Background: an optimization exercise with open tools, aiming at small area. Do not read the settings as production practice. Only simulation tests tie the RTL to the original design; equivalence was not proved. Power is estimated from default activity; no workload was simulated.

===== design/flow/config.mk =====
export PLATFORM = sky130hd
export DESIGN_NAME = Dmac_Top
export DESIGN_NICKNAME = Dmac_Top
export VERILOG_FILES = /design/flow/design.v
export SDC_FILE = /design/flow/constraint.sdc
export NUM_CORES = 4
export LEC_CHECK = 0
export CAP_MARGIN = 10
export CORE_MARGIN = 2
export CORE_UTILIZATION = 60
export PLACE_DENSITY = 0.75
export SLEW_MARGIN = 10

===== design/flow/constraint.sdc =====
create_clock -name core_clock -period 10.0 [get_ports {clk}]
set_input_delay 2.0000 -clock core_clock [delete_from_list [all_inputs] [get_ports {clk}]]
set_output_delay 2.0000 -clock core_clock [all_outputs]
set_load 0.01 [all_outputs]

===== design/flow/design.v =====
module Fifo_Datapath (
    input  logic        clk,
    input  logic        rst,
    input  logic        wc_en,
    input  logic        rc_en,
    input  logic        rd_show,
    input  logic [31:0] Data_in,
    output logic [31:0] Data_out,
    output logic        full,
    output logic        fifo_empty
);
    localparam int DEPTH = 15;
    logic [31:0] Memory [DEPTH-1:0];
    logic [3:0]  count;
    logic        wr_ok, rd_ok;
    assign full       = (count == 4'd15);
    assign fifo_empty = (count == 4'd0);
    assign wr_ok      = wc_en && !full;
    assign rd_ok      = rc_en && !fifo_empty;
    logic [DEPTH-1:0] ld, hd;
    always_comb begin
        for (int i = 0; i < DEPTH; i++) begin
            ld[i] = wr_ok && (count == 4'(i));
            hd[i] = !rd_ok && !ld[i];
        end
    end
    always_ff @(posedge clk) begin
        for (int i = 0; i < DEPTH - 1; i++)
            Memory[i] <= (Data_in & {32{ld[i]}}) | (Memory[i+1] & {32{rd_ok}}) | (Memory[i] & {32{hd[i]}});
        Memory[DEPTH-1] <= (Data_in & {32{ld[DEPTH-1]}}) | (Memory[DEPTH-1] & {32{hd[DEPTH-1]}});
    end
    always_ff @(posedge clk or posedge rst) begin
        if (rst)
            count <= 4'd0;
        else if (wr_ok != rd_ok)
            count <= wr_ok ? count + 4'd1 : count - 4'd1;
    end
    assign Data_out = Memory[0] & {32{rd_show && !fifo_empty}};
endmodule
module channel_ctrl(
    input  logic       clk,
    input  logic       rst,
    input  logic       channel_en,
    input  logic       readyIn,
    input  logic       fifo_full,
    input  logic       fifo_empty,
    input  logic       bsz,
    input  logic       tslb,
    input  logic       tsz,
    input  logic [1:0] M_HResp,
    output logic       irq,
    output logic [1:0] HTrans,
    output logic       write,
    output logic       b_sel, d_sel, t_sel, s_sel, h_sel,
    output logic       d_en, s_en, ts_en, burst_en, count_en, sz_en,
    output logic       rd_en, wr_en,
    output logic       trigger
);
    typedef enum logic [2:0] {
        DISABLED      = 3'b000,
        ENABLED       = 3'b001,
        READ_WAIT     = 3'b010,
        HOLD_READ     = 3'b011,
        WRITE_WAIT    = 3'b100,
        HOLD_WRITE    = 3'b101
    } state_t;
    localparam IDLE     = 2'b00;
    localparam BUSY     = 2'b01;
    localparam NON_SEQ  = 2'b10;
    localparam SEQ      = 2'b11;
    state_t current_state, next_state;
    always_ff @(posedge clk or posedge rst) begin
        if (rst)
            current_state <= DISABLED;
        else
            current_state <= next_state;
    end
    always_comb begin
        case (current_state)
            DISABLED: begin
                next_state = (channel_en) ? ENABLED : DISABLED;
            end
            ENABLED: begin
                next_state = tsz ? DISABLED : READ_WAIT;
            end
            READ_WAIT: begin
                if (!readyIn)
                    next_state = READ_WAIT;
                else if (!channel_en && readyIn) 
                    next_state = HOLD_READ;
                else if (channel_en && readyIn && !bsz && !M_HResp)
                    next_state = READ_WAIT;
                else if (channel_en && readyIn && bsz && (M_HResp == 0))
                    next_state = WRITE_WAIT;
                else
                    next_state = READ_WAIT;
            end
            HOLD_READ: begin
                if (channel_en && bsz) begin
                    next_state = WRITE_WAIT;
                end else if (channel_en && !bsz) begin
                    next_state = READ_WAIT;
                end else begin
                    next_state = HOLD_READ;
                end
            end
            WRITE_WAIT: begin
                if (!readyIn)
                    next_state = WRITE_WAIT;
                else if (channel_en && tsz && bsz)
                    next_state = DISABLED;
                else if (!channel_en && readyIn)
                    next_state = HOLD_WRITE; 
                else if (channel_en && readyIn && !bsz && (M_HResp == 0))
                    next_state = WRITE_WAIT; 
                else if (channel_en && readyIn && bsz && (M_HResp == 0))
                    next_state = READ_WAIT;
                else
                    next_state = WRITE_WAIT;
            end
            HOLD_WRITE: begin
                if (channel_en && !bsz) begin
                    next_state = WRITE_WAIT;
                end else if (channel_en && bsz) begin
                    if (tsz)
                        next_state = DISABLED;
                    else 
                        next_state = READ_WAIT;
                end else begin
                    next_state = HOLD_WRITE;
                end
            end
            default: next_state = current_state;
        endcase
    end
    always_comb begin
        irq       = 0;
        b_sel     = 0;
        d_sel     = 0;
        t_sel     = 0;
        s_sel     = 0;
        h_sel     = 0;
        d_en      = 0;
        s_en      = 0;
        ts_en     = 0;
        burst_en  = 0;
        count_en  = 0;
        sz_en     = 0;
        rd_en     = 0;
        wr_en     = 0;
        trigger   = 0;
        write     = 0;
        HTrans    = IDLE;
        case (current_state)
            DISABLED: begin
                if (channel_en) begin
                    t_sel     = 1;
                    d_sel     = 1;
                    s_sel     = 1;
                    burst_en  = 1;
                    s_en      = 1;
                    d_en      = 1;
                    sz_en     = 1;
                    ts_en     = 1;
                    HTrans    = IDLE;
                end
            end
            ENABLED: begin
                if (tsz) begin
                    irq = 1;
                end else if (channel_en) begin
                    write = 0;
                    count_en  = 1;
                    s_en = 1;
                    HTrans    = NON_SEQ;
                end
            end
            READ_WAIT: begin
                if (!readyIn && bsz) begin
                    write     = 0;
                    HTrans    = BUSY;
                    h_sel = 1;
                end else if (!readyIn && !bsz) begin
                    write = 0;
                    HTrans = BUSY;
                end else if (!channel_en && readyIn) begin
                    wr_en = 1;
                    HTrans = IDLE;
                end else if (channel_en && readyIn && (M_HResp == 0) && !bsz)  begin
                    write     = 0;
                    wr_en     = 1;
                    count_en  = 1;
                    s_en      = 1;
                    HTrans    = SEQ;
                end else if (channel_en && bsz && (M_HResp == 0) && readyIn)  begin
                    wr_en = 1;
                    ts_en = 1;
                    count_en = 1;
                    write    = 1;
                    h_sel    = 1;
                    d_en     = 1;
                    HTrans    = NON_SEQ;
                end
            end
            HOLD_READ: begin
                if (channel_en && !bsz) begin
                    count_en = 1;
                    s_en     = 1;
                    HTrans   = SEQ;
                end else if (channel_en && bsz) begin
                    ts_en = 1;
                    write = 1;
                    h_sel = 1;
                    d_en = 1;
                    count_en = 1;
                    HTrans = NON_SEQ;
                end else
                    HTrans = IDLE;
            end
            WRITE_WAIT: begin
                if (!readyIn && bsz) begin
                    write     = 1;
                    HTrans    = BUSY;
                    h_sel = 0;
                    trigger = 1;
                end else if (!readyIn && !bsz) begin
                    h_sel = 1;
                    trigger = 1;
                    HTrans = BUSY;
                    write = 1;
                end else if (!channel_en && readyIn) begin
                    rd_en = 1;
                    trigger = 1;
                    HTrans = IDLE;
                end else if (channel_en && tsz && bsz) begin
                    irq = 1;
                    rd_en = 1;
                    trigger = 1;
                    HTrans = IDLE;
                end else if (channel_en && readyIn && (M_HResp == 0) && !bsz) begin
                    h_sel = 1;
                    write = 1;
                    trigger = 1;
                    rd_en = 1;
                    d_en      =  1;
                    count_en  = 1;
                    HTrans    = SEQ;
                end
                else if (channel_en && readyIn && (M_HResp == 0) && !tslb && bsz) begin
                    h_sel = 0;
                    write = 0;
                    count_en  = 1;
                    s_en = 1;
                    trigger = 1;
                    rd_en = 1;
                    HTrans    = NON_SEQ;
                end else if (channel_en && readyIn && (M_HResp == 0) && tslb && bsz) begin
                    burst_en = 1;
                    b_sel = 1;
                    write = 0;
                    count_en  = 1;
                    s_en = 1;
                    h_sel = 0;
                    trigger = 1;
                    rd_en = 1;
                    HTrans    = NON_SEQ;
                end
            end
            HOLD_WRITE: begin
                if (channel_en && !bsz) begin
                    h_sel = 1;
                    write = 1;
                    d_en = 1;
                    count_en = 1;
                    HTrans = SEQ;
                end else if (channel_en && bsz) begin
                    if (tsz) begin
                        irq = 1;
                        HTrans = IDLE;
                    end else if (tslb) begin
                        burst_en = 1;
                        b_sel   = 1;
                        count_en = 1;
                        s_en = 1;
                        HTrans = NON_SEQ;
                    end else if (!tslb) begin
                        count_en = 1;
                        s_en = 1;
                        HTrans = NON_SEQ;
                    end
            end
        end
        endcase
    end
endmodule
module Dmac_Channel_Datapath (
    input  logic        clk,
    input  logic        rst,
    input  logic        s_sel,
    input  logic        d_sel,
    input  logic        b_sel,
    input  logic        t_sel,
    input  logic        s_en,
    input  logic        d_en,
    input  logic        ts_en,
    input  logic        burst_en,
    input  logic        count_en,
    input  logic        h_sel,
    input  logic        wr_en,
    input  logic        rd_en,
    input  logic        trigger,
    input  logic        out_en,
    input  logic [31:0] S_Address,
    input  logic [31:0] D_Address,
    input  logic [31:0] T_Size,
    input  logic [3:0]  B_Size,
    input  logic [31:0] R_Data,
    input  logic [1:0]  HSize,
    output logic        bs0,
    output logic        tslb,
    output logic        ts0,
    output logic        fifo_full,
    output logic        fifo_empty,
    output logic        started,
    output logic [31:0] MAddress,
    output logic [31:0] MWData,
    output logic [3:0]  MWStrb
);
    logic [31:0] Src_Addr, Dst_Addr, Transfer_Size;
    logic [3:0]  Burst_Size;
    logic [31:2] Incr_Addr;
    assign Incr_Addr = MAddress[31:2] + 30'd1;
    always_ff @(posedge clk or posedge rst) begin
        if (rst)
            started <= 1'b0;
        else if (s_en && s_sel)
            started <= 1'b1;
    end
    logic ld_s, st_s, hd_s, ld_d, st_d, hd_d, ld_t, st_t, hd_t;
    assign ld_s = s_en && s_sel;
    assign st_s = s_en && !s_sel;
    assign hd_s = !s_en;
    assign ld_d = d_en && d_sel;
    assign st_d = d_en && !d_sel;
    assign hd_d = !d_en;
    assign ld_t = ts_en && t_sel;
    assign st_t = ts_en && !t_sel;
    assign hd_t = !ts_en;
    always_ff @(posedge clk) begin
        Src_Addr <= (S_Address & {32{ld_s}})
                  | ({Incr_Addr, Src_Addr[1:0]} & {32{st_s}})
                  | (Src_Addr & {32{hd_s}});
    end
    always_ff @(posedge clk) begin
        Dst_Addr <= (D_Address & {32{ld_d}})
                  | ({Incr_Addr, Dst_Addr[1:0]} & {32{st_d}})
                  | (Dst_Addr & {32{hd_d}});
    end
    always_ff @(posedge clk) begin
        Transfer_Size <= (T_Size & {32{ld_t}})
                       | ((Transfer_Size - {28'b0, Burst_Size}) & {32{st_t}})
                       | (Transfer_Size & {32{hd_t}});
    end
    always_ff @(posedge clk) begin
        if (burst_en)
            Burst_Size <= (B_Size == 4'd0 || b_sel) ? 4'd1 : B_Size;
    end
    assign tslb = (Transfer_Size[31:4] == 28'b0) && (Transfer_Size[3:0] < B_Size);
    assign ts0  = (Transfer_Size == 32'b0);
    logic [3:0] Decrement_Counter;
    always_ff @(posedge clk or posedge rst) begin
        if (rst)
            Decrement_Counter <= 4'b0;
        else if (count_en)
            Decrement_Counter <= bs0 ? (tslb ? 4'd0 : Burst_Size - 4'd1) : Decrement_Counter - 4'd1;
    end
    assign bs0 = (Decrement_Counter == 4'd0);
    assign MAddress = h_sel ? Dst_Addr : Src_Addr;
    Fifo_Datapath fifo_inst (
        .clk        (clk),
        .rst        (rst),
        .wc_en      (wr_en),
        .rc_en      (rd_en),
        .rd_show    (trigger && out_en),
        .Data_in    (R_Data),
        .Data_out   (MWData),
        .full       (fifo_full),
        .fifo_empty (fifo_empty)
    );
    always_comb begin
        MWStrb = 4'b0000;
        if (trigger) begin
            case (HSize)
                2'b00: MWStrb = 4'b0001 << Src_Addr[1:0];                    
                2'b01: MWStrb = (Src_Addr[1:0] == 2'b00) ? 4'b0011 :         
                                (Src_Addr[1:0] == 2'b10) ? 4'b1100 : 4'b0000;
                2'b10: MWStrb = 4'b1111;                                     
                default: MWStrb = 4'b0000;
            endcase
        end
    end
endmodule
module Dmac_Channel (
    input  logic        clk,
    input  logic        rst,
    input  logic        channel_en,
    input  logic        out_en,
    input  logic        readyIn,
    input  logic [1:0]  M_HResp,
    input  logic [31:0] S_Address,
    input  logic [31:0] D_Address,
    input  logic [31:0] T_Size,
    input  logic [3:0]  B_Size,
    input  logic [31:0] R_Data,
    input  logic [1:0]  HSize,
    output logic        irq,
    output logic        write,
    output logic [1:0]  HTrans,
    output logic        started,
    output logic [31:0] MAddress,
    output logic [31:0] MWData,
    output logic  [3:0] MWStrb
);
    logic s_sel, d_sel, b_sel, t_sel;
    logic s_en, d_en, ts_en, burst_en, count_en, sz_en;
    logic h_sel, rd_en, wr_en;
    logic fifo_full, fifo_empty;
    logic trigger;
    logic bs0, tslb, ts0;
    Dmac_Channel_Datapath datapath_inst (
        .clk         (clk),
        .rst         (rst),
        .s_sel       (s_sel),
        .d_sel       (d_sel),
        .b_sel       (b_sel),
        .t_sel       (t_sel),
        .s_en        (s_en),
        .d_en        (d_en),
        .ts_en       (ts_en),
        .burst_en    (burst_en),
        .count_en    (count_en),
        .h_sel       (h_sel),
        .wr_en       (wr_en),
        .rd_en       (rd_en),
        .trigger     (trigger),
        .out_en      (out_en),
        .S_Address   (S_Address),
        .D_Address   (D_Address),
        .T_Size      (T_Size),
        .B_Size      (B_Size),
        .R_Data      (R_Data),
        .HSize       (HSize),
        .bs0         (bs0),
        .tslb        (tslb),
        .ts0         (ts0),
        .fifo_full   (fifo_full),
        .fifo_empty  (fifo_empty),
        .started     (started),
        .MAddress    (MAddress),
        .MWData      (MWData),
        .MWStrb      (MWStrb)
    );
    channel_ctrl controller_inst (
        .clk         (clk),
        .rst         (rst),
        .channel_en  (channel_en),
        .readyIn     (readyIn),
        .fifo_full   (fifo_full),
        .fifo_empty  (fifo_empty),
        .bsz         (bs0),
        .tslb        (tslb),
        .tsz         (ts0),
        .M_HResp     (M_HResp),
        .irq         (irq),
        .HTrans      (HTrans),
        .write       (write),
        .b_sel       (b_sel),
        .d_sel       (d_sel),
        .t_sel       (t_sel),
        .s_sel       (s_sel),
        .h_sel       (h_sel),
        .d_en        (d_en),
        .s_en        (s_en),
        .ts_en       (ts_en),
        .burst_en    (burst_en),
        .count_en    (count_en),
        .rd_en       (rd_en),
        .wr_en       (wr_en),
        .trigger     (trigger)
    );
endmodule
module Dmac_Main_Ctrl(
    input  logic clk,
    input  logic rst,
    input  logic [1:0] DmacReq,
    input  logic con_new_sel,
    input  logic irq,
    input  logic Bus_Grant,
    input  logic C_config,
    output logic con_sel,
    output logic Bus_Req,
    output logic HReadyOut,
    output logic [1:0] S_HResp,
    output logic Interrupt,
    output logic con_en,
    output logic Channel_en_1, Channel_en_2,
    output logic hold,
    output logic [1:0] ReqAck
);
    typedef enum logic [1:0] {
        IDLE     = 2'b00,
        MSB_REQ  = 2'b01,
        LSB_REQ  = 2'b10,
        WAIT     = 2'b11
    } state_t;
    state_t current_state, next_state;
    always_ff @(posedge clk or posedge rst) begin
        if (rst)
            current_state <= IDLE;
        else
            current_state <= next_state;
    end
    always_comb begin
        hold         = 0;
        Bus_Req      = 0;
        Interrupt    = 0;
        con_en       = 0;
        con_sel      = 0;
        HReadyOut    = 0;
        ReqAck       = 2'b00;
        S_HResp      = 2'b00;
        next_state   = current_state;   
        case (current_state)
            IDLE: begin
                if (DmacReq[1] == 1'b1) begin
                    hold     = 1;
                    Bus_Req  = 1;
                    next_state = MSB_REQ;
                end else if (DmacReq == 2'b01) begin
                    hold     = 1;
                    Bus_Req  = 1;
                    next_state = LSB_REQ;
                end
            end
            MSB_REQ: begin
                if (!irq && ({C_config, Bus_Grant} == 2'b11)) begin
                    con_en       = 0;
                    con_sel      = 0;
                    ReqAck       = 2'b10;
                    next_state   = WAIT;
                end else if (irq && ({C_config, Bus_Grant} == 2'b11)) begin
                    Interrupt  = 1;
                    con_sel = 1;
                    next_state = IDLE;
                end else
                    Bus_Req = 1;
            end
            LSB_REQ: begin
                if (!irq && ({C_config, Bus_Grant} == 2'b11)) begin
                    con_en       = 1;
                    con_sel      = 1;
                    ReqAck       = 2'b01;
                    next_state   = WAIT;
                end else if (irq && ({C_config, Bus_Grant} == 2'b11)) begin
                    Interrupt  = 1;
                    con_sel = 1;
                    next_state = IDLE;
                end else
                    Bus_Req = 1;
            end
            WAIT: begin
                if (({Bus_Grant, con_new_sel} == 2'b00)) begin
                    next_state = MSB_REQ;
                    Bus_Req    = 1;
                end else if (({Bus_Grant, con_new_sel} == 2'b01)) begin
                    next_state = LSB_REQ;
                    Bus_Req    = 1;
                    con_sel    = 1;
                end else
                 if (!irq && !con_new_sel) begin
                    con_sel    = 0;
                    con_en     = 1;
                    next_state = WAIT;
                end else if (!irq && con_new_sel) begin
                    con_sel    = 1;
                    con_en     = 1;
                    next_state = WAIT;
                end else if (irq && ({Bus_Grant, con_new_sel} == 2'b10)) begin
                    Interrupt  = 1;
                    con_sel = con_new_sel;
                    next_state = IDLE;
                end else if (irq && ({Bus_Grant, con_new_sel} == 2'b11)) begin
                    Interrupt  = 1;
                    con_sel = con_new_sel;
                    next_state = IDLE;
                end
            end
        endcase
    end
    always_comb begin
        Channel_en_1 = 0;
        Channel_en_2 = 0;
        case (current_state)
            MSB_REQ: Channel_en_1 = C_config && Bus_Grant;
            LSB_REQ: Channel_en_2 = C_config && Bus_Grant;
            WAIT: begin
                Channel_en_1 = Bus_Grant && !con_new_sel;
                Channel_en_2 = Bus_Grant && con_new_sel;
            end
            default: ;
        endcase
    end
endmodule
module Dmac_Main_Datapath(
    input logic clk,
    input logic rst,
    input logic write,
    input logic HSel,
    input logic [1:0] STrans,  
    input logic channel_en_1,
    input logic channel_en_2,
    input logic [31:0] HWData,
    input logic [31:0] HAddr,
    input logic [31:0] MRData,
    input logic HReady,
    input logic [1:0] M_HResp,
    input logic con_en,
    input logic con_sel,
    output logic C_config,
    output logic irq,
    output logic con_new_sel,
    output logic [31:0] MAddress,
    output logic [31:0] MWData,
    output logic [3:0] MBurst_Size,
    output logic MWrite,
    output logic [3:0] MWStrb,
    output logic [1:0] MTrans
);
logic dmac_selected;
logic [3:0] decoded_address;
logic [31:0] Size_Reg, SAddr_Reg, DAddr_Reg;
logic [31:0] Ctrl_Reg;  
logic [5:2] latched_address;
logic latched_write, latched_sel;
logic latched_STrans;
assign  dmac_selected = latched_write && latched_STrans && latched_sel;
assign decoded_address = latched_address[5:2];
assign C_config = Ctrl_Reg[16];
always_ff @( posedge clk ) begin
    if (rst) begin
        latched_address <= 4'b0;
        latched_write <= 0;
        latched_STrans <= 1'b0;
        latched_sel <= 0;
    end else begin
        latched_address <= HAddr[5:2];
        latched_STrans <= STrans[1];
        latched_sel <= HSel;
        latched_write <= write;
    end
end
always_ff @(posedge clk or posedge rst) begin
    if (rst) begin
        Size_Reg <= 32'b0;
        SAddr_Reg <= 32'b0;
        DAddr_Reg <= 32'b0;
        Ctrl_Reg <= 32'b0;
    end
    else if (irq)
        Ctrl_Reg <= 32'b0;
    else if (dmac_selected) begin
        case (decoded_address)
            4'b0000: Size_Reg <=  HWData;
            4'b0001: SAddr_Reg <= HWData;
            4'b0010: DAddr_Reg <= HWData;
            4'b0011: Ctrl_Reg <=  HWData;
            default: ;
        endcase
    end
end
logic irq_1;
logic started_1;
logic write_1;
logic [1:0]  MTrans_1;
logic [31:0] MAddress_1;
logic [31:0] MWData_1;
logic [3:0] MWStrb_1;
Dmac_Channel channel_1 (
    .clk(clk),
    .rst(rst),
    .channel_en(channel_en_1),
    .out_en(!con_sel),
    .readyIn(HReady),
    .M_HResp(M_HResp),
    .S_Address(SAddr_Reg),
    .D_Address(DAddr_Reg),
    .T_Size(Size_Reg),
    .B_Size(Ctrl_Reg[3:0]),
    .R_Data(MRData),
    .HSize(Ctrl_Reg[5:4]),
    .irq(irq_1),
    .started(started_1),
    .write(write_1),
    .HTrans(MTrans_1),
    .MAddress(MAddress_1),
    .MWData(MWData_1),
    .MWStrb(MWStrb_1)
);
logic irq_2;
logic started_2;
logic write_2;
logic [1:0]  MTrans_2;
logic [31:0] MAddress_2;
logic [31:0] MWData_2;
logic [3:0] MWStrb_2;
Dmac_Channel channel_2 (
    .clk(clk),
    .rst(rst),
    .channel_en(channel_en_2),
    .out_en(con_sel),
    .readyIn(HReady),
    .M_HResp(M_HResp),
    .S_Address(SAddr_Reg),
    .D_Address(DAddr_Reg),
    .T_Size(Size_Reg),
    .B_Size(Ctrl_Reg[3:0]) ,
    .R_Data(MRData),
    .HSize(Ctrl_Reg[5:4]),
    .irq(irq_2),
    .started(started_2),
    .write(write_2),
    .HTrans(MTrans_2),
    .MAddress(MAddress_2),
    .MWData(MWData_2),
    .MWStrb(MWStrb_2)
);
assign MAddress = (MAddress_1 & {32{!con_sel && started_1}}) | (MAddress_2 & {32{con_sel && started_2}});
assign MWData = MWData_1 | MWData_2;  
assign MTrans = con_sel? MTrans_2 : MTrans_1;
assign MBurst_Size = Ctrl_Reg[3:0];
assign MWrite = con_sel? write_2 : write_1;
assign irq = irq_1 || irq_2; 
assign MWStrb = con_sel? MWStrb_2 : MWStrb_1;
always_ff @(posedge clk or posedge rst) begin
    if (rst) begin
        con_new_sel <= 0;
    end
    else if (con_en) begin
        con_new_sel <= con_sel;
    end
end
endmodule
module Dmac_Top (
    input  logic        clk,
    input  logic        rst,
    input  logic        write,
    input  logic        HSel,
    input  logic [1:0]  STrans,
    input  logic [31:0] HWData,
    input  logic [31:0] HAddr,
    input  logic [31:0] MRData,
    input  logic        HReady,
    input  logic [1:0]  M_HResp,
    output logic HReadyOut,
    output logic [1:0] S_HResp,
    input  logic [1:0]  DmacReq,      
    input  logic        Bus_Grant,   
    output logic [31:0] MAddress,
    output logic [31:0] MWData,
    output logic [3:0]  MBurst_Size,
    output logic        MWrite,
    output logic [1:0]  MTrans,
    output logic [3:0]  MWStrb,
    output logic        Bus_Req,
    output logic        Interrupt,
    output logic [1:0]  ReqAck
);
    logic con_sel, con_en, irq, con_new_sel, C_config;
    logic hold;
    logic channel_en_1, channel_en_2;
    Dmac_Main_Datapath datapath_inst (
        .clk            (clk),
        .rst            (rst),
        .write          (write),
        .HSel           (HSel),
        .STrans         (STrans),
        .channel_en_1   (channel_en_1),
        .channel_en_2   (channel_en_2),
        .HWData         (HWData),
        .HAddr          (HAddr),
        .MRData         (MRData),
        .HReady         (HReady),
        .M_HResp          (M_HResp),
        .con_en         (con_en),
        .con_sel        (con_sel),
        .C_config       (C_config),
        .irq            (irq),
        .con_new_sel    (con_new_sel),
        .MAddress       (MAddress),
        .MWData         (MWData),
        .MBurst_Size    (MBurst_Size),
        .MWrite         (MWrite),
        .MTrans         (MTrans),
        .MWStrb         (MWStrb)
    );
    Dmac_Main_Ctrl controller_inst (
        .clk            (clk),
        .rst            (rst),
        .DmacReq        (DmacReq),
        .con_new_sel    (con_new_sel),
        .irq            (irq),
        .Bus_Grant      (Bus_Grant),
        .C_config       (C_config),
        .con_sel        (con_sel),
        .HReadyOut      (HReadyOut),
        .S_HResp          (S_HResp),
        .Bus_Req        (Bus_Req),
        .Interrupt      (Interrupt),
        .con_en         (con_en),
        .Channel_en_1   (channel_en_1),
        .Channel_en_2   (channel_en_2),
        .hold           (hold),
        .ReqAck         (ReqAck)
    );
endmodule

===== design/flow/flow/run.sh =====
#!/bin/bash
# Layout: the standard flow with these changes:
#  - synthesis is the standard synthesis, except that ABC maps the logic with the
#    area-oriented script flow/abc_map.script and adders are left to ABC rather than
#    mapped to full/half-adder cells first (registers are mapped before ABC runs, so
#    they are the same as the standard synthesis's);
#  - the port buffers are buf_1 cells (every input and output port still gets one);
#  - the clock tree is built from clkbuf_4 over sink clusters of at most 10;
#  - the clock tree gets no dummy loads.
# Logs: synth.log and standard.log here, and ORFS's per-step logs under orfs/logs.
set -euo pipefail
rm -rf scripts_abc
cp -r "$FLOW_HOME/scripts" scripts_abc
cp flow/abc_map.script scripts_abc/abc_speed.script
bash standard.sh "SCRIPTS_DIR=$PWD/scripts_abc" "ADDER_MAP_FILE=" synth > synth.log 2>&1
CTS="-sink_clustering_enable -repair_clock_nets -dont_use_dummy_load"
CTS="$CTS -buf_list {sky130_fd_sc_hd__clkbuf_4}"
CTS="$CTS -sink_clustering_size 10 -sink_clustering_max_diameter 40"
bash standard.sh "CTS_ARGS=$CTS" "BUFFER_PORTS_ARGS=-buffer_cell sky130_fd_sc_hd__buf_1" finish > standard.log 2>&1

===== design/flow/flow/abc_map.script =====
strash
dc2
dch -f
amap -F 3 -A 8
strash
dc2
dch -f
amap -F 3 -A 8
topo

===== design/flow/standard.sh =====
#!/bin/bash
# synth_recipe.tcl (not shown) runs the flow's synth.tcl, then flattens the netlist and writes it again
# the make line also repeats each setting of config.mk as NAME=value (left out here)
make -C /OpenROAD-flow-scripts/flow DESIGN_CONFIG=/design/flow/config.mk WORK_HOME=/design/flow/orfs CLKGATE_MAP_FILE= SYNTH_SCRIPT=/design/flow/synth_recipe.tcl "${@:-finish}"

==> run summary <==
[cells in the final DEF, fill, tap and decap left out, types with 37 or more instances in the layout]
cell      instances
o22ai_1         210
dfxtp_1        1159
clkinv_1       1296
buf_1           125
nor2_1          149
buf_4           166
nor2_2          117
clkbuf_4        164
a222oi_1       1015
dfrtp_1         130
o21ai_0          81
nor3_1           37
nand2_1         100
a21oi_1         163
[area by class of cell]
| cell class | count | area share |
|---|---|---|
| tap | 1050 | 0.0248 |
| antenna | 6 | 0.000284 |
| timing repair buffer | 328 | 0.0371 |
| inverter | 1310 | 0.0934 |
| multi-input combinational | 2143 | 0.317 |
| clock buffer | 164 | 0.0233 |
| sequential | 1297 | 0.505 |
[worst paths after layout]
kind	start	slack [ns]	end	depth (start not counted)
max	Bus_Grant	0.66	datapath_inst.channel_2.datapath_inst.Src_Addr[31]$_DFF_P_	73
min	register	0.41	register	2
max reg2reg	register	1.09	datapath_inst.channel_2.datapath_inst.Src_Addr[31]$_DFF_P_	72
min reg2reg	register	0.41	register	2
max in group asynchronous	rst	7.30	datapath_inst.SAddr_Reg[25]$_DFFE_PP0P_	3
min in group asynchronous	rst	1.23	async pin	2
[cell families after synthesis]
logic type                Yosys count  share of synthesized area
other                               1                  0.0000782
DFF                              1297                      0.557
and+or+nand+nor                   511                     0.0461
buffers and inverters            1317                      0.104
AOI/OAI and AO/OA                1628                      0.293
xor gates and xnor gates            1                   0.000183
[cells in the mapped netlist (3+ instances only)]
cell type and n:
o21bai_1 3, a32oi_1 10, nor2b_1 12, a22o_1 34
a211oi_1 6, o2111ai_1 3, or4_1 7, nand3_1 12
edfxtp_1 8, a32o_1 32, nor4_1 12, o22ai_1 210
or3_1 22, nand4_1 4, nand2_1 103, a221oi_1 6
a31oi_1 9, a222oi_1 1015, nand2b_1 4, a22oi_1 8
dfxtp_1 1159, a21oi_1 163, o211ai_1 7, o21a_1 8
o221ai_1 12, dfrtp_1 130, or2_0 15, o21ai_0 88
nor2_1 269, buf_4 7, nor3_1 46, clkinv_1 1310
[power by group]
part | leakage (nW) | switching (mW) | total (mW) | internal, mW
logic | 7.49 | 0.230 | 0.301 | 0.0705
registers | 10.9 | 0.0339 | 5.26 | 5.22
clock network | 0.755 | 1.62 | 2.37 | 0.753
[layer usage]
| metal | track usage | vias to the layer above | share of wire |
|---|---|---|---|
| met3 | 0.0527 | 252 | 0.12 |
| met4 | 0.109 | 0 | 0.029 |
| met2 | 0.445 | 2278 | 0.41 |
| met1 | 0.508 | 19982 | 0.45 |
| li1 | - | 19485 | - |
| met5 | 0 | - | 0 |
[registers in the layout (all words and copies together), names as in the netlist, 4 cells and up]
| register | cells |
|---|---|
| datapath_inst.channel_1.datapath_inst.Src_Addr | 32 |
| datapath_inst.channel_2.datapath_inst.fifo_inst.count | 4 |
| datapath_inst.channel_2.datapath_inst.Transfer_Size | 32 |
| datapath_inst.Ctrl_Reg | 7 |
| datapath_inst.channel_1.datapath_inst.Decrement_Counter | 4 |
| datapath_inst.channel_1.datapath_inst.fifo_inst.count | 4 |
| datapath_inst.channel_2.datapath_inst.Dst_Addr | 32 |
| datapath_inst.Size_Reg | 32 |
| datapath_inst.channel_2.datapath_inst.Decrement_Counter | 4 |
| datapath_inst.channel_2.datapath_inst.fifo_inst.Memory | 480 |
| datapath_inst.SAddr_Reg | 32 |
| datapath_inst.channel_1.datapath_inst.Dst_Addr | 32 |
| datapath_inst.DAddr_Reg | 32 |
| datapath_inst.channel_1.datapath_inst.Burst_Size | 4 |
| datapath_inst.channel_2.datapath_inst.Burst_Size | 4 |
| datapath_inst.channel_2.datapath_inst.Src_Addr | 32 |
| datapath_inst.channel_1.datapath_inst.fifo_inst.Memory | 480 |
| datapath_inst.latched_address | 4 |
| datapath_inst.channel_1.datapath_inst.Transfer_Size | 32 |
[worst min-delay path, delay by kind of cell, from the launching register on]
kind | cells | cell delay [ns]
AO/OA/AOI/OAI | 1 | 0.07
buffers and inverters | 1 | 0.05
flip-flops | 1 | 0.33
[through the flow]
| step | utilization | total power [mW] | area [um2] | hold slack (ns) | cells |
|---|---|---|---|---|---|
| after floorplan | - | 5.48 | 48000 | 0.425 | 4757 |
| after detailed placement | 0.651 | 5.66 | 51400 | 0.444 | 6123 |
| final | 0.670 | 7.93 | 52900 | 0.407 | 6298 |
| after global placement | 0.651 | 5.65 | 51400 | 0.436 | 6123 |
| after CTS | 0.667 | 7.96 | 52700 | 0.427 | 6288 |
| after global routing | 0.670 | 8.21 | 52900 | 0.433 | 6294 |
[what timing repair did]
action,4_1_cts,5_1_grt
cloned,0,0
pin swaps,4,11
setup endpoints to repair,6,28
hold buffers,0,0
setup buffers,1,2
gates resized for setup,4,73
==> results by group <==
Status
  • Outcome: no timing/DRC/antenna violations

Timing
  • Final setup margin: 0.659 ns
  • Final worst path period need: between 9 and 10 ns
  • Fin. max-slew vios: 0
  • Count of final setup violators: 0
  • Worst Tran Pin Value: ~1.2 ns
  • Setup Skew: roughly 0.14 ns
  • Slew headroom: 0.184
  • Crit share post-route: 0.934
  • Count of final hold-check violations: 0
  • Max Clk Rate: 107 MHz
  • Setup TNS: 0 ns

Logic synthesis
  • Mapped Area: around 0.048 mm2
  • Synth unique cells: 47
  • Post-synth top area share: 0.484
  • Post-synth EDFFs: 8
  • Async set-reset flop share out of synthesis: 0.100
  • Ys flop type: dfxtp_1
  • Avg Cell Area, Syn: just over 10 um2
  • Synthesis Warnings: 6
  • Dominant cell type by area after synthesis: dfxtp_1
  • Cells after synthesis: around 4,800
  • Synth Register Bits: 1,297
  • Synth area leaders: dfxtp_1 48%, a222oi_1 21%, clkinv_1 10%
  • Sequential fraction of the synthesis area: 0.557

Setup path
  • Slowest CP cell: a222oi_1
  • Startpoint types: primary input
  • Crit-path max cell delay: around 0.38 ns
  • Crit Path Class: primary input to register
  • CP required: 10.93 ns
  • Crit path max-delay family: simple AND/OR/NAND/NOR gates
  • Most common cell on crit path: nor2_2
  • Critical Path AT: 10.27 ns
  • CP Max Fanout: 7
  • Worst Setup End Kind: register
  • Crit path buf inv count: 33

Finish
  • Final net count: between 5,000 and 6,000
  • Share of cells above drive strength 1: 0.0998
  • Register area: about 0.027 mm2
  • Layout fillers: ~6,300
  • Multi-input logic area: about 0.017 mm2
  • Synth-to-layout area growth: 10.4%

Floorplan
  • Row count: just over 100
  • Initial Util: 0.607
  • Full die area: 0.0822 mm2
  • Die width: 287 um
  • Core ar.: 0.0790 mm2
  • Top-level port count: 190
  • Chip height: about 290 um

CTS
  • CTS Root Cell: clkbuf_4
  • Clk pin slew, worst setup/hold paths: around 0.1 ns
  • CTS sink cnt: around 1,300
  • Worst-Skew Late Latency: around 1.1 ns
  • Total CTS buffers: 164
  • Max H-tree Level: 4
  • Max Buffers Root-to-Sink: 3
  • CTS tree: yes

Drt
  • Vias per cell: approximately 6.7
  • Drt pass-1 iters: 15
  • Via count: about 42,000
  • DR WL/cell: around 22 um
  • Post-DRT Antenna Nets: 0
  • Routed wire length: about 140,000 um
  • Starting DRT DRC Count: approximately 8,400
  • DR DRC count: 0

Power
  • LEAKAGE: 19.2 nW
  • Maximum VDD drop: 0.110 mV
  • PwrDens: roughly 150 mW/mm2

Placement
  • Post-detail-place hpwl: ~85,000 um
  • Placement Setup Slack: -1.16 ns
  • GPL Wtd Cong: about 0.9
  • Port Buffers: 157

Global route
  • Global Route Usage Sum: 0.323
  • Initial antenna violation count: 2
  • Number of global-route vias before repair: approximately 37,000
  • Grt total ovfl: 0
  • First-pass GRT wire length: roughly 210,000 um
  • Largest net degree at the start of global routing: 191

Job
  • Maximum capacitance violations: 0

Hold path
  • Worst hold path class: register to register

==> separate check: timing with driven ports <==
How much do the figures lean on ideal ports? The routed layout below was timed once more, with nothing changed but the port constraints.
Step 1 (the two cells are an assumption about what drives the block):
set clk [get_ports {clk}]
set_driving_cell -lib_cell sky130_fd_sc_hd__clkbuf_16 $clk
set_driving_cell -lib_cell sky130_fd_sc_hd__buf_2 [delete_from_list [all_inputs] $clk]
Step 2 adds t to the input delays and takes it off the output delays; t is the mean of the earliest and latest rising clock arrival at the registers after step 1. Input paths then give back, and output paths get back, about the clock's delay inside the block.
Three values: ideal ports, drivers, drivers and shift; two values: the first two.
shift t [ns]: 1.091
setup WS [ns]: 0.659 / 0.698 / -0.392
slew at the worst register clock pin (ns): 0.11 / 0.11
Met with ideal ports but missed after step 2: setup timing in this run. For this run, drivers alone change the setup slack by +0.039 ns; drivers and shift together by -1.051 ns.
